Source: an optimization exercise on an open RTL-to-GDS flow (aim: small area and a short achievable clock period). Production flows keep margins and buffers that such runs may drop. Function not checked in this run: the RTL went through the layout flow alone. Power and IR drop assume default switching activity.

File: config.mk
export PLATFORM = sky130hd
export DESIGN_NAME = dadda_16_16
export DESIGN_NICKNAME = dadda_16_16
export VERILOG_FILES = /design/flow/design.v
export SDC_FILE = /design/flow/constraint.sdc
export NUM_CORES = 4
export LEC_CHECK = 0
export CAP_MARGIN = 20
export CORE_MARGIN = 2
export CORE_UTILIZATION = 55
export CTS_BUF_LIST = sky130_fd_sc_hd__clkbuf_8 sky130_fd_sc_hd__clkbuf_16
export CTS_CLUSTER_DIAMETER = 60
export CTS_CLUSTER_SIZE = 30
export SETUP_SLACK_MARGIN = 3.5
export SLEW_MARGIN = 20
export SYNTH_HIERARCHICAL = 1
File: constraint.sdc
create_clock -name core_clock -period 7.0 [get_ports {clk}]
set_input_delay 1.4000 -clock core_clock [delete_from_list [all_inputs] [get_ports {clk}]]
set_output_delay 1.4000 -clock core_clock [all_outputs]
set_load 0.01 [all_outputs]
File: design.v
module fa(input x, y, z, output s, c);
  assign s = x ^ y ^ z;
  assign c = (x & y) | (z & (x | y));
endmodule
module bsel(input a, b, one, two, neg, output pn);
  assign pn = ~(((a & one) | (b & two)) ^ neg);
endmodule
module bsel1(input a, s, neg, output pn);
  assign pn = ~((a & s) ^ neg);
endmodule
module hac(input xn, yn, output sn, cn);
  xnor_m u_s (.a(xn), .b(yn), .y(sn));
  or_m u_c (.a(xn), .b(yn), .y(cn));
endmodule
module xnor_m(input a, b, output y);
  assign y = ~(a ^ b);
endmodule
module or_m(input a, b, output y);
  assign y = a | b;
endmodule
module g_inv(input a, output y);
  assign y = ~a;
endmodule
module g_nand2(input a, b, output y);
  assign y = ~(a & b);
endmodule
module g_nor2(input a, b, output y);
  assign y = ~(a | b);
endmodule
module g_xor2(input a, b, output y);
  assign y = a ^ b;
endmodule
module g_xnor2(input a, b, output y);
  assign y = ~(a ^ b);
endmodule
module g_aoi21(input a, b, c, output y);
  assign y = ~(c | (a & b));
endmodule
module g_oai21(input a, b, c, output y);
  assign y = ~(c & (a | b));
endmodule
module dadda_16_16(mpd_in, mpr_in, op_out, clk);
  input clk;
  input [15:0] mpd_in, mpr_in;
  output [32:0] op_out;
  wire [17:0] ye = {2'b00, mpr_in};
  wire [7:0] e_one, e_two;
  genvar gi, gj;
  generate for (gi = 0; gi < 8; gi = gi + 1) begin : g_enc
    wire ym1 = (gi == 0) ? 1'b0 : ye[2*gi-1];
    assign e_one[gi] = ye[2*gi] ^ ym1;
    assign e_two[gi] = (ye[2*gi+1] & ~ye[2*gi] & ~ym1) | (~ye[2*gi+1] & ye[2*gi] & ym1);
  end endgenerate
  reg [15:0] x;
  reg [7:0] one, two, neg;
  reg [26:0] q0, q1;
  reg [4:0] ql;
  reg qc;
  wire carry_n = w268;
  wire [26:0] r0n, r1n;
  wire [4:0] sln;
  always @(posedge clk) begin
    x <= mpd_in;
    one <= e_one;
    two <= e_two;
    neg <= {mpr_in[15], mpr_in[13], mpr_in[11], mpr_in[9], mpr_in[7], mpr_in[5], mpr_in[3], mpr_in[1]};
    q0 <= r0n;
    q1 <= r1n;
    ql <= sln;
    qc <= carry_n;
  end
  wire [7:0] negn = ~neg;
  wire [16:0] ppn [0:7];
  generate for (gi = 0; gi < 8; gi = gi + 1) begin : g_pp
    for (gj = 0; gj < 17; gj = gj + 1) begin : g_ppj
      if (gj == 0) begin : g_lo
        bsel1 u_sel (.a(x[0]), .s(one[gi]), .neg(neg[gi]), .pn(ppn[gi][gj]));
      end else if (gj == 16) begin : g_hi
        bsel1 u_sel (.a(x[15]), .s(two[gi]), .neg(neg[gi]), .pn(ppn[gi][gj]));
      end else begin : g_mid
        bsel u_sel (.a(x[gj]), .b(x[gj-1]), .one(one[gi]), .two(two[gi]), .neg(neg[gi]), .pn(ppn[gi][gj]));
      end
    end
  end endgenerate
  wire [15:0] r8n;
  generate for (gj = 0; gj < 16; gj = gj + 1) begin : g_r8
    g_nand2 u_r8 (.a(x[gj]), .b(neg[7]), .y(r8n[gj]));
  end endgenerate
  wire ci1;
  wire ci2;
  wire ci3;
  wire ci4;
  wire ci5;
  wire ci6;
  wire w7;
  wire w8;
  wire w9;
  wire w10;
  wire w11;
  wire w12;
  wire w13;
  wire w14;
  wire w15;
  wire w16;
  wire w17;
  wire w18;
  wire w19;
  wire w20;
  wire w21;
  wire w22;
  wire w23;
  wire w24;
  wire w25;
  wire w26;
  wire w27;
  wire w28;
  wire w29;
  wire w30;
  wire w31;
  wire w32;
  wire w33;
  wire w34;
  wire w35;
  wire w36;
  wire w37;
  wire w38;
  wire w39;
  wire w40;
  wire w41;
  wire w42;
  wire w43;
  wire w44;
  wire w45;
  wire w46;
  wire w47;
  wire w48;
  wire w49;
  wire w50;
  wire w51;
  wire w52;
  wire w53;
  wire w54;
  wire w55;
  wire w56;
  wire w57;
  wire w58;
  wire w59;
  wire w60;
  wire w61;
  wire w62;
  wire w63;
  wire w64;
  wire w65;
  wire w66;
  wire w67;
  wire w68;
  wire w69;
  wire w70;
  wire w71;
  wire w72;
  wire w73;
  wire w74;
  wire w75;
  wire w76;
  wire w77;
  wire w78;
  wire w79;
  wire w80;
  wire w81;
  wire w82;
  wire w83;
  wire w84;
  wire w85;
  wire w86;
  wire w87;
  wire w88;
  wire w89;
  wire w90;
  wire w91;
  wire w92;
  wire w93;
  wire w94;
  wire w95;
  wire w96;
  wire w97;
  wire w98;
  wire w99;
  wire w100;
  wire w101;
  wire w102;
  wire w103;
  wire w104;
  wire w105;
  wire w106;
  wire w107;
  wire w108;
  wire w109;
  wire w110;
  wire w111;
  wire w112;
  wire w113;
  wire w114;
  wire w115;
  wire w116;
  wire w117;
  wire w118;
  wire w119;
  wire w120;
  wire w121;
  wire w122;
  wire w123;
  wire w124;
  wire w125;
  wire w126;
  wire w127;
  wire w128;
  wire w129;
  wire w130;
  wire w131;
  wire w132;
  wire w133;
  wire w134;
  wire w135;
  wire w136;
  wire w137;
  wire w138;
  wire w139;
  wire w140;
  wire w141;
  wire w142;
  wire w143;
  wire w144;
  wire w145;
  wire w146;
  wire w147;
  wire w148;
  wire w149;
  wire w150;
  wire w151;
  wire w152;
  wire w153;
  wire w154;
  wire w155;
  wire w156;
  wire w157;
  wire w158;
  wire w159;
  wire w160;
  wire w161;
  wire w162;
  wire w163;
  wire w164;
  wire w165;
  wire w166;
  wire w167;
  wire w168;
  wire w169;
  wire w170;
  wire w171;
  wire w172;
  wire w173;
  wire w174;
  wire w175;
  wire w176;
  wire w177;
  wire w178;
  wire w179;
  wire w180;
  wire w181;
  wire w182;
  wire w183;
  wire w184;
  wire w185;
  wire w186;
  wire w187;
  wire w188;
  wire w189;
  wire w190;
  wire w191;
  wire w192;
  wire w193;
  wire w194;
  wire w195;
  wire w196;
  wire w197;
  wire w198;
  wire w199;
  wire w200;
  wire w201;
  wire w202;
  wire w203;
  wire w204;
  wire w205;
  wire w206;
  wire w207;
  wire w208;
  wire w209;
  wire w210;
  wire w211;
  wire w212;
  wire w213;
  wire w214;
  wire w215;
  wire w216;
  wire w217;
  wire w218;
  wire w219;
  wire w220;
  wire w221;
  wire w222;
  wire w223;
  wire w224;
  wire w225;
  wire w226;
  wire w227;
  wire w228;
  wire w229;
  wire w230;
  wire w231;
  wire w232;
  wire w233;
  wire w234;
  wire w235;
  wire w236;
  wire w237;
  wire w238;
  wire w239;
  wire w240;
  wire w241;
  wire w242;
  wire w243;
  wire w244;
  wire w245;
  wire w246;
  wire w247;
  wire w248;
  wire w249;
  wire w250;
  wire w251;
  wire w252;
  wire w253;
  wire w254;
  wire w255;
  wire w256;
  wire w257;
  wire w258;
  wire w259;
  wire w260;
  wire w261;
  wire w262;
  wire w263;
  wire w264;
  wire w265;
  wire w266;
  wire w267;
  wire w268;
  assign ci1 = ~r8n[4];
  assign ci2 = ~r8n[6];
  assign ci3 = ~r8n[8];
  assign ci4 = ~r8n[10];
  assign ci5 = ~r8n[12];
  assign ci6 = ~r8n[14];
  hac u_w7 (.xn(negn[5]), .yn(ppn[0][10]), .sn(w7), .cn(w8));
  hac u_w9 (.xn(ppn[0][11]), .yn(ppn[1][9]), .sn(w9), .cn(w10));
  fa u_w11 (.x(negn[6]), .y(ppn[0][12]), .z(ppn[1][10]), .s(w11), .c(w12));
  hac u_w13 (.xn(ppn[2][8]), .yn(ppn[3][6]), .sn(w13), .cn(w14));
  fa u_w15 (.x(ppn[0][13]), .y(ppn[1][11]), .z(ppn[2][9]), .s(w15), .c(w16));
  hac u_w17 (.xn(ppn[3][7]), .yn(ppn[4][5]), .sn(w17), .cn(w18));
  fa u_w19 (.x(negn[7]), .y(ppn[0][14]), .z(ppn[1][12]), .s(w19), .c(w20));
  fa u_w21 (.x(ppn[2][10]), .y(ppn[3][8]), .z(ppn[4][6]), .s(w21), .c(w22));
  hac u_w23 (.xn(ppn[5][4]), .yn(ppn[6][2]), .sn(w23), .cn(w24));
  fa u_w25 (.x(ppn[0][15]), .y(ppn[1][13]), .z(ppn[2][11]), .s(w25), .c(w26));
  fa u_w27 (.x(ppn[3][9]), .y(ppn[4][7]), .z(ppn[5][5]), .s(w27), .c(w28));
  hac u_w29 (.xn(ppn[6][3]), .yn(ppn[7][1]), .sn(w29), .cn(w30));
  fa u_w31 (.x(r8n[0]), .y(ppn[0][16]), .z(ppn[1][14]), .s(w31), .c(w32));
  fa u_w33 (.x(ppn[2][12]), .y(ppn[3][10]), .z(ppn[4][8]), .s(w33), .c(w34));
  fa u_w35 (.x(ppn[5][6]), .y(ppn[6][4]), .z(ppn[7][2]), .s(w35), .c(w36));
  fa u_w37 (.x(r8n[1]), .y(negn[0]), .z(ppn[1][15]), .s(w37), .c(w38));
  fa u_w39 (.x(ppn[2][13]), .y(ppn[3][11]), .z(ppn[4][9]), .s(w39), .c(w40));
  fa u_w41 (.x(ppn[5][7]), .y(ppn[6][5]), .z(ppn[7][3]), .s(w41), .c(w42));
  fa u_w43 (.x(r8n[2]), .y(negn[0]), .z(ppn[1][16]), .s(w43), .c(w44));
  fa u_w45 (.x(ppn[2][14]), .y(ppn[3][12]), .z(ppn[4][10]), .s(w45), .c(w46));
  fa u_w47 (.x(ppn[5][8]), .y(ppn[6][6]), .z(ppn[7][4]), .s(w47), .c(w48));
  fa u_w49 (.x(r8n[3]), .y(neg[0]), .z(neg[1]), .s(w49), .c(w50));
  fa u_w51 (.x(ppn[2][15]), .y(ppn[3][13]), .z(ppn[4][11]), .s(w51), .c(w52));
  fa u_w53 (.x(ppn[5][9]), .y(ppn[6][7]), .z(ppn[7][5]), .s(w53), .c(w54));
  fa u_w55 (.x(ci1), .y(ppn[2][16]), .z(ppn[3][14]), .s(w55), .c(w56));
  fa u_w57 (.x(ppn[4][12]), .y(ppn[5][10]), .z(ppn[6][8]), .s(w57), .c(w58));
  fa u_w59 (.x(r8n[5]), .y(r8n[4]), .z(neg[2]), .s(w59), .c(w60));
  fa u_w61 (.x(ppn[3][15]), .y(ppn[4][13]), .z(ppn[5][11]), .s(w61), .c(w62));
  fa u_w63 (.x(ci2), .y(ppn[3][16]), .z(ppn[4][14]), .s(w63), .c(w64));
  fa u_w65 (.x(r8n[7]), .y(r8n[6]), .z(neg[3]), .s(w65), .c(w66));
  hac u_w67 (.xn(negn[3]), .yn(ppn[0][6]), .sn(w67), .cn(w68));
  hac u_w69 (.xn(ppn[0][7]), .yn(ppn[1][5]), .sn(w69), .cn(w70));
  fa u_w71 (.x(negn[4]), .y(ppn[0][8]), .z(ppn[1][6]), .s(w71), .c(w72));
  hac u_w73 (.xn(ppn[2][4]), .yn(ppn[3][2]), .sn(w73), .cn(w74));
  fa u_w75 (.x(ppn[0][9]), .y(ppn[1][7]), .z(ppn[2][5]), .s(w75), .c(w76));
  hac u_w77 (.xn(ppn[3][3]), .yn(ppn[4][1]), .sn(w77), .cn(w78));
  fa u_w79 (.x(ppn[1][8]), .y(ppn[2][6]), .z(ppn[3][4]), .s(w79), .c(w80));
  fa u_w81 (.x(ppn[4][2]), .y(ppn[5][0]), .z(w7), .s(w81), .c(w82));
  fa u_w83 (.x(ppn[2][7]), .y(ppn[3][5]), .z(ppn[4][3]), .s(w83), .c(w84));
  fa u_w85 (.x(ppn[5][1]), .y(w8), .z(w9), .s(w85), .c(w86));
  fa u_w87 (.x(ppn[4][4]), .y(ppn[5][2]), .z(ppn[6][0]), .s(w87), .c(w88));
  fa u_w89 (.x(w10), .y(w13), .z(w11), .s(w89), .c(w90));
  fa u_w91 (.x(ppn[5][3]), .y(ppn[6][1]), .z(w14), .s(w91), .c(w92));
  fa u_w93 (.x(w17), .y(w12), .z(w15), .s(w93), .c(w94));
  fa u_w95 (.x(ppn[7][0]), .y(w18), .z(w23), .s(w95), .c(w96));
  fa u_w97 (.x(w16), .y(w19), .z(w21), .s(w97), .c(w98));
  fa u_w99 (.x(w24), .y(w29), .z(w20), .s(w99), .c(w100));
  fa u_w101 (.x(w22), .y(w25), .z(w27), .s(w101), .c(w102));
  fa u_w103 (.x(w30), .y(w26), .z(w28), .s(w103), .c(w104));
  fa u_w105 (.x(w31), .y(w33), .z(w35), .s(w105), .c(w106));
  fa u_w107 (.x(w32), .y(w34), .z(w36), .s(w107), .c(w108));
  fa u_w109 (.x(w37), .y(w39), .z(w41), .s(w109), .c(w110));
  fa u_w111 (.x(w38), .y(w40), .z(w42), .s(w111), .c(w112));
  fa u_w113 (.x(w43), .y(w45), .z(w47), .s(w113), .c(w114));
  fa u_w115 (.x(w44), .y(w46), .z(w48), .s(w115), .c(w116));
  fa u_w117 (.x(w49), .y(w51), .z(w53), .s(w117), .c(w118));
  fa u_w119 (.x(ppn[7][6]), .y(w50), .z(w52), .s(w119), .c(w120));
  fa u_w121 (.x(w54), .y(w55), .z(w57), .s(w121), .c(w122));
  fa u_w123 (.x(ppn[6][9]), .y(ppn[7][7]), .z(w56), .s(w123), .c(w124));
  fa u_w125 (.x(w58), .y(w59), .z(w61), .s(w125), .c(w126));
  fa u_w127 (.x(ppn[5][12]), .y(ppn[6][10]), .z(ppn[7][8]), .s(w127), .c(w128));
  fa u_w129 (.x(w60), .y(w62), .z(w63), .s(w129), .c(w130));
  fa u_w131 (.x(ppn[4][15]), .y(ppn[5][13]), .z(ppn[6][11]), .s(w131), .c(w132));
  fa u_w133 (.x(ppn[7][9]), .y(w64), .z(w65), .s(w133), .c(w134));
  fa u_w135 (.x(ci3), .y(ppn[4][16]), .z(ppn[5][14]), .s(w135), .c(w136));
  fa u_w137 (.x(ppn[6][12]), .y(ppn[7][10]), .z(w66), .s(w137), .c(w138));
  fa u_w139 (.x(r8n[9]), .y(r8n[8]), .z(neg[4]), .s(w139), .c(w140));
  fa u_w141 (.x(ppn[5][15]), .y(ppn[6][13]), .z(ppn[7][11]), .s(w141), .c(w142));
  fa u_w143 (.x(ci4), .y(ppn[5][16]), .z(ppn[6][14]), .s(w143), .c(w144));
  fa u_w145 (.x(r8n[11]), .y(r8n[10]), .z(neg[5]), .s(w145), .c(w146));
  hac u_w147 (.xn(negn[2]), .yn(ppn[0][4]), .sn(w147), .cn(w148));
  hac u_w149 (.xn(ppn[0][5]), .yn(ppn[1][3]), .sn(w149), .cn(w150));
  fa u_w151 (.x(ppn[1][4]), .y(ppn[2][2]), .z(ppn[3][0]), .s(w151), .c(w152));
  fa u_w153 (.x(ppn[2][3]), .y(ppn[3][1]), .z(w68), .s(w153), .c(w154));
  fa u_w155 (.x(ppn[4][0]), .y(w70), .z(w73), .s(w155), .c(w156));
  fa u_w157 (.x(w74), .y(w77), .z(w72), .s(w157), .c(w158));
  fa u_w159 (.x(w78), .y(w76), .z(w79), .s(w159), .c(w160));
  fa u_w161 (.x(w80), .y(w83), .z(w82), .s(w161), .c(w162));
  fa u_w163 (.x(w84), .y(w87), .z(w86), .s(w163), .c(w164));
  fa u_w165 (.x(w88), .y(w91), .z(w90), .s(w165), .c(w166));
  fa u_w167 (.x(w92), .y(w95), .z(w94), .s(w167), .c(w168));
  fa u_w169 (.x(w96), .y(w98), .z(w99), .s(w169), .c(w170));
  fa u_w171 (.x(w100), .y(w102), .z(w103), .s(w171), .c(w172));
  fa u_w173 (.x(w104), .y(w106), .z(w107), .s(w173), .c(w174));
  fa u_w175 (.x(w108), .y(w110), .z(w111), .s(w175), .c(w176));
  fa u_w177 (.x(w112), .y(w114), .z(w115), .s(w177), .c(w178));
  fa u_w179 (.x(w116), .y(w118), .z(w119), .s(w179), .c(w180));
  fa u_w181 (.x(w120), .y(w122), .z(w123), .s(w181), .c(w182));
  fa u_w183 (.x(w127), .y(w124), .z(w126), .s(w183), .c(w184));
  fa u_w185 (.x(w128), .y(w131), .z(w130), .s(w185), .c(w186));
  fa u_w187 (.x(w132), .y(w135), .z(w137), .s(w187), .c(w188));
  fa u_w189 (.x(w136), .y(w139), .z(w141), .s(w189), .c(w190));
  fa u_w191 (.x(ppn[7][12]), .y(w140), .z(w142), .s(w191), .c(w192));
  fa u_w193 (.x(ppn[6][15]), .y(ppn[7][13]), .z(w144), .s(w193), .c(w194));
  fa u_w195 (.x(ci5), .y(ppn[6][16]), .z(ppn[7][14]), .s(w195), .c(w196));
  fa u_w197 (.x(r8n[13]), .y(r8n[12]), .z(neg[6]), .s(w197), .c(w198));
  hac u_w199 (.xn(negn[1]), .yn(ppn[0][2]), .sn(w199), .cn(w200));
  hac u_w201 (.xn(ppn[0][3]), .yn(ppn[1][1]), .sn(w201), .cn(w202));
  fa u_w203 (.x(ppn[1][2]), .y(ppn[2][0]), .z(w147), .s(w203), .c(w204));
  fa u_w205 (.x(ppn[2][1]), .y(w148), .z(w149), .s(w205), .c(w206));
  fa u_w207 (.x(w150), .y(w67), .z(w151), .s(w207), .c(w208));
  fa u_w209 (.x(w69), .y(w152), .z(w153), .s(w209), .c(w210));
  fa u_w211 (.x(w71), .y(w154), .z(w155), .s(w211), .c(w212));
  fa u_w213 (.x(w75), .y(w156), .z(w157), .s(w213), .c(w214));
  fa u_w215 (.x(w81), .y(w158), .z(w159), .s(w215), .c(w216));
  fa u_w217 (.x(w85), .y(w160), .z(w161), .s(w217), .c(w218));
  fa u_w219 (.x(w89), .y(w162), .z(w163), .s(w219), .c(w220));
  fa u_w221 (.x(w93), .y(w164), .z(w165), .s(w221), .c(w222));
  fa u_w223 (.x(w97), .y(w166), .z(w167), .s(w223), .c(w224));
  fa u_w225 (.x(w101), .y(w168), .z(w169), .s(w225), .c(w226));
  fa u_w227 (.x(w105), .y(w170), .z(w171), .s(w227), .c(w228));
  fa u_w229 (.x(w109), .y(w172), .z(w173), .s(w229), .c(w230));
  fa u_w231 (.x(w113), .y(w174), .z(w175), .s(w231), .c(w232));
  fa u_w233 (.x(w117), .y(w176), .z(w177), .s(w233), .c(w234));
  fa u_w235 (.x(w121), .y(w178), .z(w179), .s(w235), .c(w236));
  fa u_w237 (.x(w125), .y(w180), .z(w181), .s(w237), .c(w238));
  fa u_w239 (.x(w129), .y(w182), .z(w183), .s(w239), .c(w240));
  fa u_w241 (.x(w133), .y(w184), .z(w185), .s(w241), .c(w242));
  fa u_w243 (.x(w134), .y(w186), .z(w187), .s(w243), .c(w244));
  fa u_w245 (.x(w138), .y(w189), .z(w188), .s(w245), .c(w246));
  fa u_w247 (.x(w143), .y(w190), .z(w191), .s(w247), .c(w248));
  fa u_w249 (.x(w145), .y(w192), .z(w193), .s(w249), .c(w250));
  fa u_w251 (.x(w146), .y(w195), .z(w194), .s(w251), .c(w252));
  fa u_w253 (.x(ppn[7][15]), .y(w196), .z(w197), .s(w253), .c(w254));
  fa u_w255 (.x(ci6), .y(ppn[7][16]), .z(w198), .s(w255), .c(w256));
  fa u_w257 (.x(r8n[15]), .y(r8n[14]), .z(neg[7]), .s(w257), .c(w258));
  hac u_w259 (.xn(negn[0]), .yn(ppn[0][0]), .sn(w259), .cn(w260));
  hac u_w261 (.xn(ppn[0][1]), .yn(w260), .sn(w261), .cn(w262));
  fa u_w263 (.x(w199), .y(ppn[1][0]), .z(w262), .s(w263), .c(w264));
  fa u_w265 (.x(w200), .y(w201), .z(w264), .s(w265), .c(w266));
  fa u_w267 (.x(w202), .y(w203), .z(w266), .s(w267), .c(w268));
  g_nor2 u_g0 (.a(w204), .b(w205), .y(r0n[0]));
  g_xor2 u_p0 (.a(w204), .b(w205), .y(r1n[0]));
  g_nor2 u_g1 (.a(w206), .b(w207), .y(r0n[1]));
  g_xor2 u_p1 (.a(w206), .b(w207), .y(r1n[1]));
  g_nor2 u_g2 (.a(w208), .b(w209), .y(r0n[2]));
  g_xor2 u_p2 (.a(w208), .b(w209), .y(r1n[2]));
  g_nor2 u_g3 (.a(w210), .b(w211), .y(r0n[3]));
  g_xor2 u_p3 (.a(w210), .b(w211), .y(r1n[3]));
  g_nor2 u_g4 (.a(w212), .b(w213), .y(r0n[4]));
  g_xor2 u_p4 (.a(w212), .b(w213), .y(r1n[4]));
  g_nor2 u_g5 (.a(w214), .b(w215), .y(r0n[5]));
  g_xor2 u_p5 (.a(w214), .b(w215), .y(r1n[5]));
  g_nor2 u_g6 (.a(w216), .b(w217), .y(r0n[6]));
  g_xor2 u_p6 (.a(w216), .b(w217), .y(r1n[6]));
  g_nor2 u_g7 (.a(w218), .b(w219), .y(r0n[7]));
  g_xor2 u_p7 (.a(w218), .b(w219), .y(r1n[7]));
  g_nor2 u_g8 (.a(w220), .b(w221), .y(r0n[8]));
  g_xor2 u_p8 (.a(w220), .b(w221), .y(r1n[8]));
  g_nor2 u_g9 (.a(w222), .b(w223), .y(r0n[9]));
  g_xor2 u_p9 (.a(w222), .b(w223), .y(r1n[9]));
  g_nor2 u_g10 (.a(w224), .b(w225), .y(r0n[10]));
  g_xor2 u_p10 (.a(w224), .b(w225), .y(r1n[10]));
  g_nor2 u_g11 (.a(w226), .b(w227), .y(r0n[11]));
  g_xor2 u_p11 (.a(w226), .b(w227), .y(r1n[11]));
  g_nor2 u_g12 (.a(w228), .b(w229), .y(r0n[12]));
  g_xor2 u_p12 (.a(w228), .b(w229), .y(r1n[12]));
  g_nor2 u_g13 (.a(w230), .b(w231), .y(r0n[13]));
  g_xor2 u_p13 (.a(w230), .b(w231), .y(r1n[13]));
  g_nor2 u_g14 (.a(w232), .b(w233), .y(r0n[14]));
  g_xor2 u_p14 (.a(w232), .b(w233), .y(r1n[14]));
  g_nor2 u_g15 (.a(w234), .b(w235), .y(r0n[15]));
  g_xor2 u_p15 (.a(w234), .b(w235), .y(r1n[15]));
  g_nor2 u_g16 (.a(w236), .b(w237), .y(r0n[16]));
  g_xor2 u_p16 (.a(w236), .b(w237), .y(r1n[16]));
  g_nor2 u_g17 (.a(w238), .b(w239), .y(r0n[17]));
  g_xor2 u_p17 (.a(w238), .b(w239), .y(r1n[17]));
  g_nor2 u_g18 (.a(w240), .b(w241), .y(r0n[18]));
  g_xor2 u_p18 (.a(w240), .b(w241), .y(r1n[18]));
  g_nor2 u_g19 (.a(w242), .b(w243), .y(r0n[19]));
  g_xor2 u_p19 (.a(w242), .b(w243), .y(r1n[19]));
  g_nor2 u_g20 (.a(w244), .b(w245), .y(r0n[20]));
  g_xor2 u_p20 (.a(w244), .b(w245), .y(r1n[20]));
  g_nor2 u_g21 (.a(w246), .b(w247), .y(r0n[21]));
  g_xor2 u_p21 (.a(w246), .b(w247), .y(r1n[21]));
  g_nor2 u_g22 (.a(w248), .b(w249), .y(r0n[22]));
  g_xor2 u_p22 (.a(w248), .b(w249), .y(r1n[22]));
  g_nor2 u_g23 (.a(w250), .b(w251), .y(r0n[23]));
  g_xor2 u_p23 (.a(w250), .b(w251), .y(r1n[23]));
  g_nor2 u_g24 (.a(w252), .b(w253), .y(r0n[24]));
  g_xor2 u_p24 (.a(w252), .b(w253), .y(r1n[24]));
  g_nor2 u_g25 (.a(w254), .b(w255), .y(r0n[25]));
  g_xor2 u_p25 (.a(w254), .b(w255), .y(r1n[25]));
  g_nor2 u_g26 (.a(w256), .b(w257), .y(r0n[26]));
  g_xor2 u_p26 (.a(w256), .b(w257), .y(r1n[26]));
  assign sln[0] = w259;
  assign sln[1] = w261;
  assign sln[2] = w263;
  assign sln[3] = w265;
  assign sln[4] = w267;
  wire a1;
  wire a2;
  wire a3;
  wire a4;
  wire a5;
  wire a6;
  wire a7;
  wire a8;
  wire a9;
  wire a10;
  wire a11;
  wire a12;
  wire a13;
  wire a14;
  wire a15;
  wire a16;
  wire a17;
  wire a18;
  wire a19;
  wire a20;
  wire a21;
  wire a22;
  wire a23;
  wire a24;
  wire a25;
  wire a26;
  wire a27;
  wire a28;
  wire a29;
  wire a30;
  wire a31;
  wire a32;
  wire a33;
  wire a34;
  wire a35;
  wire a36;
  wire a37;
  wire a38;
  wire a39;
  wire a40;
  wire a41;
  wire a42;
  wire a43;
  wire a44;
  wire a45;
  wire a46;
  wire a47;
  wire a48;
  wire a49;
  wire a50;
  wire a51;
  wire a52;
  wire a53;
  wire a54;
  wire a55;
  wire a56;
  wire a57;
  wire a58;
  wire a59;
  wire a60;
  wire a61;
  wire a62;
  wire a63;
  wire a64;
  wire a65;
  wire a66;
  wire a67;
  wire a68;
  wire a69;
  wire a70;
  wire a71;
  wire a72;
  wire a73;
  wire a74;
  wire a75;
  wire a76;
  wire a77;
  wire a78;
  wire a79;
  wire a80;
  wire a81;
  wire a82;
  wire a83;
  wire a84;
  wire a85;
  wire a86;
  wire a87;
  wire a88;
  wire a89;
  wire a90;
  wire a91;
  wire a92;
  wire a93;
  wire a94;
  wire a95;
  wire a96;
  wire a97;
  wire a98;
  wire a99;
  wire a100;
  wire a101;
  wire a102;
  wire a103;
  wire a104;
  wire a105;
  wire a106;
  wire a107;
  wire a108;
  wire a109;
  wire a110;
  wire a111;
  wire a112;
  wire a113;
  wire a114;
  wire a115;
  wire a116;
  wire a117;
  wire a118;
  wire a119;
  wire a120;
  wire a121;
  wire a122;
  wire a123;
  wire a124;
  wire a125;
  wire a126;
  wire a127;
  wire a128;
  wire a129;
  wire a130;
  wire a131;
  wire a132;
  wire a133;
  wire a134;
  wire a135;
  wire a136;
  wire a137;
  wire a138;
  wire a139;
  wire a140;
  wire a141;
  wire a142;
  wire a143;
  wire a144;
  wire a145;
  wire a146;
  wire a147;
  wire a148;
  wire a149;
  wire a150;
  wire a151;
  wire a152;
  wire a153;
  wire a154;
  wire a155;
  wire a156;
  wire a157;
  wire a158;
  wire a159;
  wire a160;
  wire a161;
  wire a162;
  wire a163;
  wire a164;
  g_inv u_a1 (.a(qc), .y(a1));
  g_aoi21 u_a2 (.a(q1[0]), .b(a1), .c(q0[0]), .y(a2));
  g_aoi21 u_a3 (.a(q1[2]), .b(q0[1]), .c(q0[2]), .y(a3));
  g_nand2 u_a4 (.a(q1[2]), .b(q1[1]), .y(a4));
  g_aoi21 u_a5 (.a(q1[4]), .b(q0[3]), .c(q0[4]), .y(a5));
  g_nand2 u_a6 (.a(q1[4]), .b(q1[3]), .y(a6));
  g_aoi21 u_a7 (.a(q1[6]), .b(q0[5]), .c(q0[6]), .y(a7));
  g_nand2 u_a8 (.a(q1[6]), .b(q1[5]), .y(a8));
  g_aoi21 u_a9 (.a(q1[8]), .b(q0[7]), .c(q0[8]), .y(a9));
  g_nand2 u_a10 (.a(q1[8]), .b(q1[7]), .y(a10));
  g_aoi21 u_a11 (.a(q1[10]), .b(q0[9]), .c(q0[10]), .y(a11));
  g_nand2 u_a12 (.a(q1[10]), .b(q1[9]), .y(a12));
  g_aoi21 u_a13 (.a(q1[12]), .b(q0[11]), .c(q0[12]), .y(a13));
  g_nand2 u_a14 (.a(q1[12]), .b(q1[11]), .y(a14));
  g_aoi21 u_a15 (.a(q1[14]), .b(q0[13]), .c(q0[14]), .y(a15));
  g_nand2 u_a16 (.a(q1[14]), .b(q1[13]), .y(a16));
  g_aoi21 u_a17 (.a(q1[16]), .b(q0[15]), .c(q0[16]), .y(a17));
  g_nand2 u_a18 (.a(q1[16]), .b(q1[15]), .y(a18));
  g_aoi21 u_a19 (.a(q1[18]), .b(q0[17]), .c(q0[18]), .y(a19));
  g_nand2 u_a20 (.a(q1[18]), .b(q1[17]), .y(a20));
  g_aoi21 u_a21 (.a(q1[20]), .b(q0[19]), .c(q0[20]), .y(a21));
  g_nand2 u_a22 (.a(q1[20]), .b(q1[19]), .y(a22));
  g_aoi21 u_a23 (.a(q1[22]), .b(q0[21]), .c(q0[22]), .y(a23));
  g_nand2 u_a24 (.a(q1[22]), .b(q1[21]), .y(a24));
  g_aoi21 u_a25 (.a(q1[24]), .b(q0[23]), .c(q0[24]), .y(a25));
  g_nand2 u_a26 (.a(q1[24]), .b(q1[23]), .y(a26));
  g_aoi21 u_a27 (.a(q1[26]), .b(q0[25]), .c(q0[26]), .y(a27));
  g_nand2 u_a28 (.a(q1[26]), .b(q1[25]), .y(a28));
  g_inv u_a29 (.a(a2), .y(a29));
  g_aoi21 u_a30 (.a(q1[1]), .b(a29), .c(q0[1]), .y(a30));
  g_oai21 u_a31 (.a(a4), .b(a2), .c(a3), .y(a31));
  g_inv u_a32 (.a(a5), .y(a32));
  g_aoi21 u_a33 (.a(q1[5]), .b(a32), .c(q0[5]), .y(a33));
  g_inv u_a34 (.a(a6), .y(a34));
  g_nand2 u_a35 (.a(q1[5]), .b(a34), .y(a35));
  g_oai21 u_a36 (.a(a8), .b(a5), .c(a7), .y(a36));
  g_nor2 u_a37 (.a(a8), .b(a6), .y(a37));
  g_inv u_a38 (.a(a9), .y(a38));
  g_aoi21 u_a39 (.a(q1[9]), .b(a38), .c(q0[9]), .y(a39));
  g_inv u_a40 (.a(a10), .y(a40));
  g_nand2 u_a41 (.a(q1[9]), .b(a40), .y(a41));
  g_oai21 u_a42 (.a(a12), .b(a9), .c(a11), .y(a42));
  g_nor2 u_a43 (.a(a12), .b(a10), .y(a43));
  g_inv u_a44 (.a(a13), .y(a44));
  g_aoi21 u_a45 (.a(q1[13]), .b(a44), .c(q0[13]), .y(a45));
  g_inv u_a46 (.a(a14), .y(a46));
  g_nand2 u_a47 (.a(q1[13]), .b(a46), .y(a47));
  g_oai21 u_a48 (.a(a16), .b(a13), .c(a15), .y(a48));
  g_nor2 u_a49 (.a(a16), .b(a14), .y(a49));
  g_inv u_a50 (.a(a17), .y(a50));
  g_aoi21 u_a51 (.a(q1[17]), .b(a50), .c(q0[17]), .y(a51));
  g_inv u_a52 (.a(a18), .y(a52));
  g_nand2 u_a53 (.a(q1[17]), .b(a52), .y(a53));
  g_oai21 u_a54 (.a(a20), .b(a17), .c(a19), .y(a54));
  g_nor2 u_a55 (.a(a20), .b(a18), .y(a55));
  g_inv u_a56 (.a(a21), .y(a56));
  g_aoi21 u_a57 (.a(q1[21]), .b(a56), .c(q0[21]), .y(a57));
  g_inv u_a58 (.a(a22), .y(a58));
  g_nand2 u_a59 (.a(q1[21]), .b(a58), .y(a59));
  g_oai21 u_a60 (.a(a24), .b(a21), .c(a23), .y(a60));
  g_nor2 u_a61 (.a(a24), .b(a22), .y(a61));
  g_inv u_a62 (.a(a25), .y(a62));
  g_aoi21 u_a63 (.a(q1[25]), .b(a62), .c(q0[25]), .y(a63));
  g_inv u_a64 (.a(a26), .y(a64));
  g_nand2 u_a65 (.a(q1[25]), .b(a64), .y(a65));
  g_oai21 u_a66 (.a(a28), .b(a25), .c(a27), .y(a66));
  g_nor2 u_a67 (.a(a28), .b(a26), .y(a67));
  g_aoi21 u_a68 (.a(q1[3]), .b(a31), .c(q0[3]), .y(a68));
  g_inv u_a69 (.a(a31), .y(a69));
  g_oai21 u_a70 (.a(a6), .b(a69), .c(a5), .y(a70));
  g_oai21 u_a71 (.a(a35), .b(a69), .c(a33), .y(a71));
  g_oai21 u_a72 (.a(a4), .b(a2), .c(a3), .y(a72));
  g_aoi21 u_a73 (.a(a37), .b(a72), .c(a36), .y(a73));
  g_aoi21 u_a74 (.a(q1[11]), .b(a42), .c(q0[11]), .y(a74));
  g_nand2 u_a75 (.a(q1[11]), .b(a43), .y(a75));
  g_inv u_a76 (.a(a42), .y(a76));
  g_oai21 u_a77 (.a(a14), .b(a76), .c(a13), .y(a77));
  g_nand2 u_a78 (.a(a46), .b(a43), .y(a78));
  g_oai21 u_a79 (.a(a47), .b(a76), .c(a45), .y(a79));
  g_inv u_a80 (.a(a47), .y(a80));
  g_nand2 u_a81 (.a(a80), .b(a43), .y(a81));
  g_oai21 u_a82 (.a(a12), .b(a9), .c(a11), .y(a82));
  g_aoi21 u_a83 (.a(a49), .b(a82), .c(a48), .y(a83));
  g_nand2 u_a84 (.a(a49), .b(a43), .y(a84));
  g_aoi21 u_a85 (.a(q1[19]), .b(a54), .c(q0[19]), .y(a85));
  g_nand2 u_a86 (.a(q1[19]), .b(a55), .y(a86));
  g_inv u_a87 (.a(a54), .y(a87));
  g_oai21 u_a88 (.a(a22), .b(a87), .c(a21), .y(a88));
  g_nand2 u_a89 (.a(a58), .b(a55), .y(a89));
  g_oai21 u_a90 (.a(a59), .b(a87), .c(a57), .y(a90));
  g_inv u_a91 (.a(a59), .y(a91));
  g_nand2 u_a92 (.a(a91), .b(a55), .y(a92));
  g_oai21 u_a93 (.a(a20), .b(a17), .c(a19), .y(a93));
  g_aoi21 u_a94 (.a(a61), .b(a93), .c(a60), .y(a94));
  g_nand2 u_a95 (.a(a61), .b(a55), .y(a95));
  g_inv u_a96 (.a(a73), .y(a96));
  g_aoi21 u_a97 (.a(q1[7]), .b(a96), .c(q0[7]), .y(a97));
  g_oai21 u_a98 (.a(a10), .b(a73), .c(a9), .y(a98));
  g_oai21 u_a99 (.a(a41), .b(a73), .c(a39), .y(a99));
  g_aoi21 u_a100 (.a(a37), .b(a72), .c(a36), .y(a100));
  g_inv u_a101 (.a(a100), .y(a101));
  g_aoi21 u_a102 (.a(a43), .b(a101), .c(a42), .y(a102));
  g_oai21 u_a103 (.a(a75), .b(a100), .c(a74), .y(a103));
  g_inv u_a104 (.a(a77), .y(a104));
  g_oai21 u_a105 (.a(a78), .b(a100), .c(a104), .y(a105));
  g_inv u_a106 (.a(a79), .y(a106));
  g_oai21 u_a107 (.a(a81), .b(a100), .c(a106), .y(a107));
  g_oai21 u_a108 (.a(a84), .b(a100), .c(a83), .y(a108));
  g_inv u_a109 (.a(a94), .y(a109));
  g_aoi21 u_a110 (.a(q1[23]), .b(a109), .c(q0[23]), .y(a110));
  g_inv u_a111 (.a(a95), .y(a111));
  g_nand2 u_a112 (.a(q1[23]), .b(a111), .y(a112));
  g_oai21 u_a113 (.a(a26), .b(a94), .c(a25), .y(a113));
  g_nor2 u_a114 (.a(a26), .b(a95), .y(a114));
  g_oai21 u_a115 (.a(a65), .b(a94), .c(a63), .y(a115));
  g_nor2 u_a116 (.a(a65), .b(a95), .y(a116));
  g_aoi21 u_a117 (.a(a61), .b(a93), .c(a60), .y(a117));
  g_inv u_a118 (.a(a117), .y(a118));
  g_aoi21 u_a119 (.a(a67), .b(a118), .c(a66), .y(a119));
  g_nand2 u_a120 (.a(a67), .b(a111), .y(a120));
  g_aoi21 u_a121 (.a(q1[15]), .b(a108), .c(q0[15]), .y(a121));
  g_inv u_a122 (.a(a108), .y(a122));
  g_oai21 u_a123 (.a(a18), .b(a122), .c(a17), .y(a123));
  g_oai21 u_a124 (.a(a53), .b(a122), .c(a51), .y(a124));
  g_oai21 u_a125 (.a(a84), .b(a100), .c(a83), .y(a125));
  g_aoi21 u_a126 (.a(a55), .b(a125), .c(a54), .y(a126));
  g_inv u_a127 (.a(a125), .y(a127));
  g_oai21 u_a128 (.a(a86), .b(a127), .c(a85), .y(a128));
  g_inv u_a129 (.a(a89), .y(a129));
  g_aoi21 u_a130 (.a(a129), .b(a125), .c(a88), .y(a130));
  g_inv u_a131 (.a(a92), .y(a131));
  g_aoi21 u_a132 (.a(a131), .b(a125), .c(a90), .y(a132));
  g_oai21 u_a133 (.a(a95), .b(a127), .c(a94), .y(a133));
  g_oai21 u_a134 (.a(a112), .b(a127), .c(a110), .y(a134));
  g_aoi21 u_a135 (.a(a114), .b(a125), .c(a113), .y(a135));
  g_aoi21 u_a136 (.a(a116), .b(a125), .c(a115), .y(a136));
  g_oai21 u_a137 (.a(a120), .b(a127), .c(a119), .y(a137));
  g_xnor2 u_a138 (.a(q1[0]), .b(qc), .y(a138));
  g_xnor2 u_a139 (.a(q1[1]), .b(a2), .y(a139));
  g_xnor2 u_a140 (.a(q1[2]), .b(a30), .y(a140));
  g_xor2 u_a141 (.a(q1[3]), .b(a31), .y(a141));
  g_xnor2 u_a142 (.a(q1[4]), .b(a68), .y(a142));
  g_xor2 u_a143 (.a(q1[5]), .b(a70), .y(a143));
  g_xor2 u_a144 (.a(q1[6]), .b(a71), .y(a144));
  g_xnor2 u_a145 (.a(q1[7]), .b(a73), .y(a145));
  g_xnor2 u_a146 (.a(q1[8]), .b(a97), .y(a146));
  g_xor2 u_a147 (.a(q1[9]), .b(a98), .y(a147));
  g_xor2 u_a148 (.a(q1[10]), .b(a99), .y(a148));
  g_xnor2 u_a149 (.a(q1[11]), .b(a102), .y(a149));
  g_xor2 u_a150 (.a(q1[12]), .b(a103), .y(a150));
  g_xor2 u_a151 (.a(q1[13]), .b(a105), .y(a151));
  g_xor2 u_a152 (.a(q1[14]), .b(a107), .y(a152));
  g_xor2 u_a153 (.a(q1[15]), .b(a108), .y(a153));
  g_xnor2 u_a154 (.a(q1[16]), .b(a121), .y(a154));
  g_xor2 u_a155 (.a(q1[17]), .b(a123), .y(a155));
  g_xor2 u_a156 (.a(q1[18]), .b(a124), .y(a156));
  g_xnor2 u_a157 (.a(q1[19]), .b(a126), .y(a157));
  g_xor2 u_a158 (.a(q1[20]), .b(a128), .y(a158));
  g_xnor2 u_a159 (.a(q1[21]), .b(a130), .y(a159));
  g_xnor2 u_a160 (.a(q1[22]), .b(a132), .y(a160));
  g_xor2 u_a161 (.a(q1[23]), .b(a133), .y(a161));
  g_xor2 u_a162 (.a(q1[24]), .b(a134), .y(a162));
  g_xnor2 u_a163 (.a(q1[25]), .b(a135), .y(a163));
  g_xnor2 u_a164 (.a(q1[26]), .b(a136), .y(a164));
  wire [26:0] hi;
  assign hi[0] = a138;
  assign hi[1] = a139;
  assign hi[2] = a140;
  assign hi[3] = a141;
  assign hi[4] = a142;
  assign hi[5] = a143;
  assign hi[6] = a144;
  assign hi[7] = a145;
  assign hi[8] = a146;
  assign hi[9] = a147;
  assign hi[10] = a148;
  assign hi[11] = a149;
  assign hi[12] = a150;
  assign hi[13] = a151;
  assign hi[14] = a152;
  assign hi[15] = a153;
  assign hi[16] = a154;
  assign hi[17] = a155;
  assign hi[18] = a156;
  assign hi[19] = a157;
  assign hi[20] = a158;
  assign hi[21] = a159;
  assign hi[22] = a160;
  assign hi[23] = a161;
  assign hi[24] = a162;
  assign hi[25] = a163;
  assign hi[26] = a164;
  assign op_out = {1'b0, hi, ~ql};
endmodule
File: flow/run.sh
#!/bin/bash
# Standard layout (the standard.sh) with two changes:
#  - after synthesis, flow/post_synth.tcl takes logic cells down to their
#    smallest drive strength (timing repair later sizes up what it needs);
#  - the port buffers are buf_1 cells (sized up by repair where needed).
set -euo pipefail
here=$(pwd)
bash standard.sh POST_SYNTH_TCL=$here/flow/post_synth.tcl \
  "BUFFER_PORTS_ARGS=-buffer_cell sky130_fd_sc_hd__buf_1" finish > $here/standard_flow.log 2>&1
File: flow/post_synth.tcl
# After synthesis: take every logic cell down to the smallest drive strength
# of its own kind and drop the buffers synthesis inserted; timing repair in the
# later steps sizes up what the critical paths need.
set n_resized 0
foreach inst [get_cells *] {
  set master [get_property $inst ref_name]
  if {![regexp {^(sky130_fd_sc_hd__[a-z0-9]+)_([0-9]+)$} $master -> base size]} { continue }
  if {[regexp {__(df|dl|sdf|edf|conb|tap|fill|decap|clk)} $base]} { continue }
  set best ""
  set best_area 1e9
  foreach s {0 1 2 4} {
    set lc [get_lib_cells -quiet */${base}_$s]
    if {$lc eq ""} { continue }
    if {[get_property $lc dont_use]} { continue }
    set a [get_property $lc area]
    if {$a < $best_area} { set best_area $a; set best [get_name $lc] }
  }
  if {$best ne "" && $best ne $master} {
    replace_cell $inst $best
    incr n_resized
  }
}
puts "post_synth: resized $n_resized cells"
remove_buffers
# The first-stage registers each drive a row or column of Booth selectors
# (16-17 loads): give them the strongest flip-flop of their kind.
set n_up 0
foreach inst [get_cells *] {
  if {[regexp {^(x|one|two|neg)\[} [get_name $inst]] && [get_property $inst ref_name] eq "sky130_fd_sc_hd__dfxtp_1"} {
    replace_cell $inst sky130_fd_sc_hd__dfxtp_4
    incr n_up
  }
}
puts "post_synth: upsized $n_up first-stage flip-flops"
File: standard.sh
#!/bin/bash
# synth_recipe.tcl (not shown) runs the flow's synth.tcl, then flattens the netlist and writes it again
# the make line also repeats each setting of config.mk as NAME=value (left out here)
make -C /OpenROAD-flow-scripts/flow DESIGN_CONFIG=/design/flow/config.mk WORK_HOME=/design/flow/orfs CLKGATE_MAP_FILE= SYNTH_SCRIPT=/design/flow/synth_recipe.tcl "${@:-finish}"
==> flow_metrics.py <==
metrics = {
    "die": {
        "ios": 66,
        "die_area_sq_mm": 0.0161,
        "coreArea_sq_mm": 0.0146,
        "die_width_um": 127,
        "start_util_pct": 56.6,
        "num_rows": 44,
        "die_h_um": 127,
    },
    "power": {
        "power_density_mw_per_mm2": 435,
        "vdd_drop_max_uv": 222,
        "total_leakage_power_nw": 3.62,
    },
    "worst_setup_path": {
        "crit_slowest_cell": "dfxtp_2",
        "cp_max_fo": 6,
        "path_cells": "inv_2, a21oi_4, o21ai_4, a21oi_2, buf_6, o21ai_4, inv_2, o21ai_2, xor2_1, buf_2",
        "crit_type": "reg2out",
        "crit_required_ps": 5600,
        "critical-path-max-stage-delay_ps": 340,
        "cp.arrival_ps": 2090,
        "end_kind": "output pin",
        "start_kind": "flop",
    },
    "route": {
        "drc": 0,
        "routed_wl_mm": 20.0,
        "firstDrtPassIters": 8,
        "num_vias": 6167,
        "wire_per_inst_um": 18.8,
        "initialDrtViolationCount": 354,
        "ant_nets": 0,
        "vias_per_cell": 5.81,
    },
    "sta": {
        "skew_ps": 16.5,
        "fmax_mhz": 287,
        "setup_ws_ps": 3510,
        "rsz0062_at_grt": "true",
        "hold_viol_final": 0,
        "slew_violations": 0,
        "period_minus_slack_ps": 3490,
        "layout_worst_path_cycle_share_pct": 49.8,
        "setup_tns_ps": 0,
        "setup_viol": 0,
    },
    "place": {
        "place_area_sq_mm": 0.00876,
        "dp_slack_ps": 2980,
        "dpl.hpwl_mm": 14.2,
        "portBuffers": 64,
        "routabilityCongestion": 0.817,
    },
    "clock_tree": {
        "clk_pin_slew_ps": 80,
        "cts-hold-fix-buffers": 0,
        "clk_latency_ps": 370,
        "root_buffer": "clkbuf_16",
        "clockBufferDepth": 2,
        "clock-sinks": 99,
        "cts_tree": "done",
        "cts_buffers": 9,
        "h-tree-depth": 3,
    },
    "logic_synthesis": {
        "avgSynthCellArea_sq_um": 10.5,
        "yosysWarningCount": 7,
        "postSynthNetCount": 939,
        "synthesis.area_sq_mm": 0.00829,
        "synthCells": 791,
    },
    "outcome": {
        "status": "no timing/DRC/antenna violations",
    },
    "final_layout": {
        "final_area_sq_mm": 0.00930,
        "nets": 1021,
        "drive_above_1_share_pct": 12.3,
        "area_growth_pct": 12.1,
        "diodes": 0,
    },
    "min_path": {
        "min_path_type": "reg2reg",
    },
    "global_route": {
        "grt_pass1_vias": 6636,
        "antenna_found_initial": 0,
        "grt_max_degree": 36,
        "grt_use_total_pct": 26.1,
        "grt_pass1_wl_mm": 33.0,
        "grt.overflow.total": 0,
    },
    "run": {
        "maxCapViolCount": 0,
    },
}
## sequential cells by signal, summed over array words and instances, names as in the netlist
register / flops
two: 8
q1: 27
neg: 8
ql: 5
qc: 1
q0: 26
x: 16
one: 8
## report_power, final
part           switching, mW  leakage [nW]  internal (mW)
registers              0.217         0.847          0.790
clock network          0.252         0.153          0.258
logic                   1.35          2.61           1.18
total                   1.82          3.62           2.23
## metal layers
layer / track usage, % / part of all wire [%]
met5: 0 / 0
met4: 11.3 / 2.7
met3: 3.42 / 5.2
met2: 47.9 / 53
met1: 30.7 / 39
## critical path: cells and delay by family (launching register included)
kind,cells,cell delay (ps)
XOR/XNOR,1,140
buffers and inverters,4,450
AO/OA/AOI/OAI,5,780
flip-flops,1,340
## layout make-up
type                    instances  area (sq um)
flip-flops and latches         99          2140
multi-input cells             644          6110
clock inverters                 7          93.8
inverters                      48           180
well taps                     184           230
fillers                      1207          5350
clock buffers                   9           225
repair buffers                 71           312
## final timing paths
kind | endpoint | from | slack (ps) | cells after the start
min | ql[0]$_DFF_P_ | one[0]$_DFF_P_ | 740 | 3
min reg2reg | ql[0]$_DFF_P_ | one[0]$_DFF_P_ | 740 | 3
max | op_out[28] | qc$_DFF_P_ | 3510 | 10
max reg2reg | q1[14]$_DFF_P_ | x[12]$_DFF_P_ | 3780 | 7
## placed cells by master (no fill, tap or decap)
cell       count
nor2_1        30
dfxtp_1       53
fa_1         115
clkbuf_2       4
nor2_4         2
dfxtp_2        6
nand3b_1       7
xnor2_1       29
inv_8          1
xor2_1       184
inv_1         45
o21ai_4        3
dfxtp_4       40
inv_2          3
a22oi_1      120
nand2_1       56
buf_4          5
clkinv_8       4
clkbuf_16      9
inv_6          1
nor2_2         1
buf_2          5
nand2_2        3
a21oi_4        1
buf_1         55
conb_1         1
a21oi_1       24
nand2b_1       7
o21ai_1        1
or2_0         16
nor2b_1        1
clkinv_4       1
a21oi_2       11
o21ai_0       26
o21ai_2        6
buf_6          2
## per-stage QoR
stage / total power [mW] / utilization (%) / hold WS [ps] / instances
floorplan: 2.79 / - / 672 / 791
global placement: 3.33 / 59.8 / 707 / 1039
detailed placement: 3.41 / 59.8 / 720 / 1039
CTS: 3.97 / 62.5 / 739 / 1057
global route: 4.45 / 63.5 / 785 / 1062
finish: 4.05 / 63.5 / 738 / 1062
## what timing repair did
action                                  in CTS  in global routing
buffers inserted                             2                  5
resized for setup                           25                 40
endpoints found under the setup margin      19                 18
pin swaps                                    3                 14

-- static timing again, ports no longer ideal --
Ports are ideal in the flow. The routed layout listed here was re-timed in OpenROAD.
Step 1: set_driving_cell puts a clkbuf_16 on clk and a buf_2 on each other input, an assumption about the parent block.
Step 2 times the ports against the registers' clock, not the clock port: input delays grow and output delays shrink by t, the midpoint of the rising clock arrivals with the driver on.
a / b / c = no drivers / after step 1 / after step 2; a / b = the first two.
shift t [ns]: 0.402
setup WS [ns]: 3.511 / 3.469 / 3.784
hold WS [ns]: 0.738 / 0.738 / 0.738
worst setup path after step 2: register to register
clock arrival spread, ns: 0.018 / 0.018
After both steps setup and hold are still met in this run. For this run, drivers alone change the setup slack by -0.042 ns; drivers and shift together by +0.273 ns.
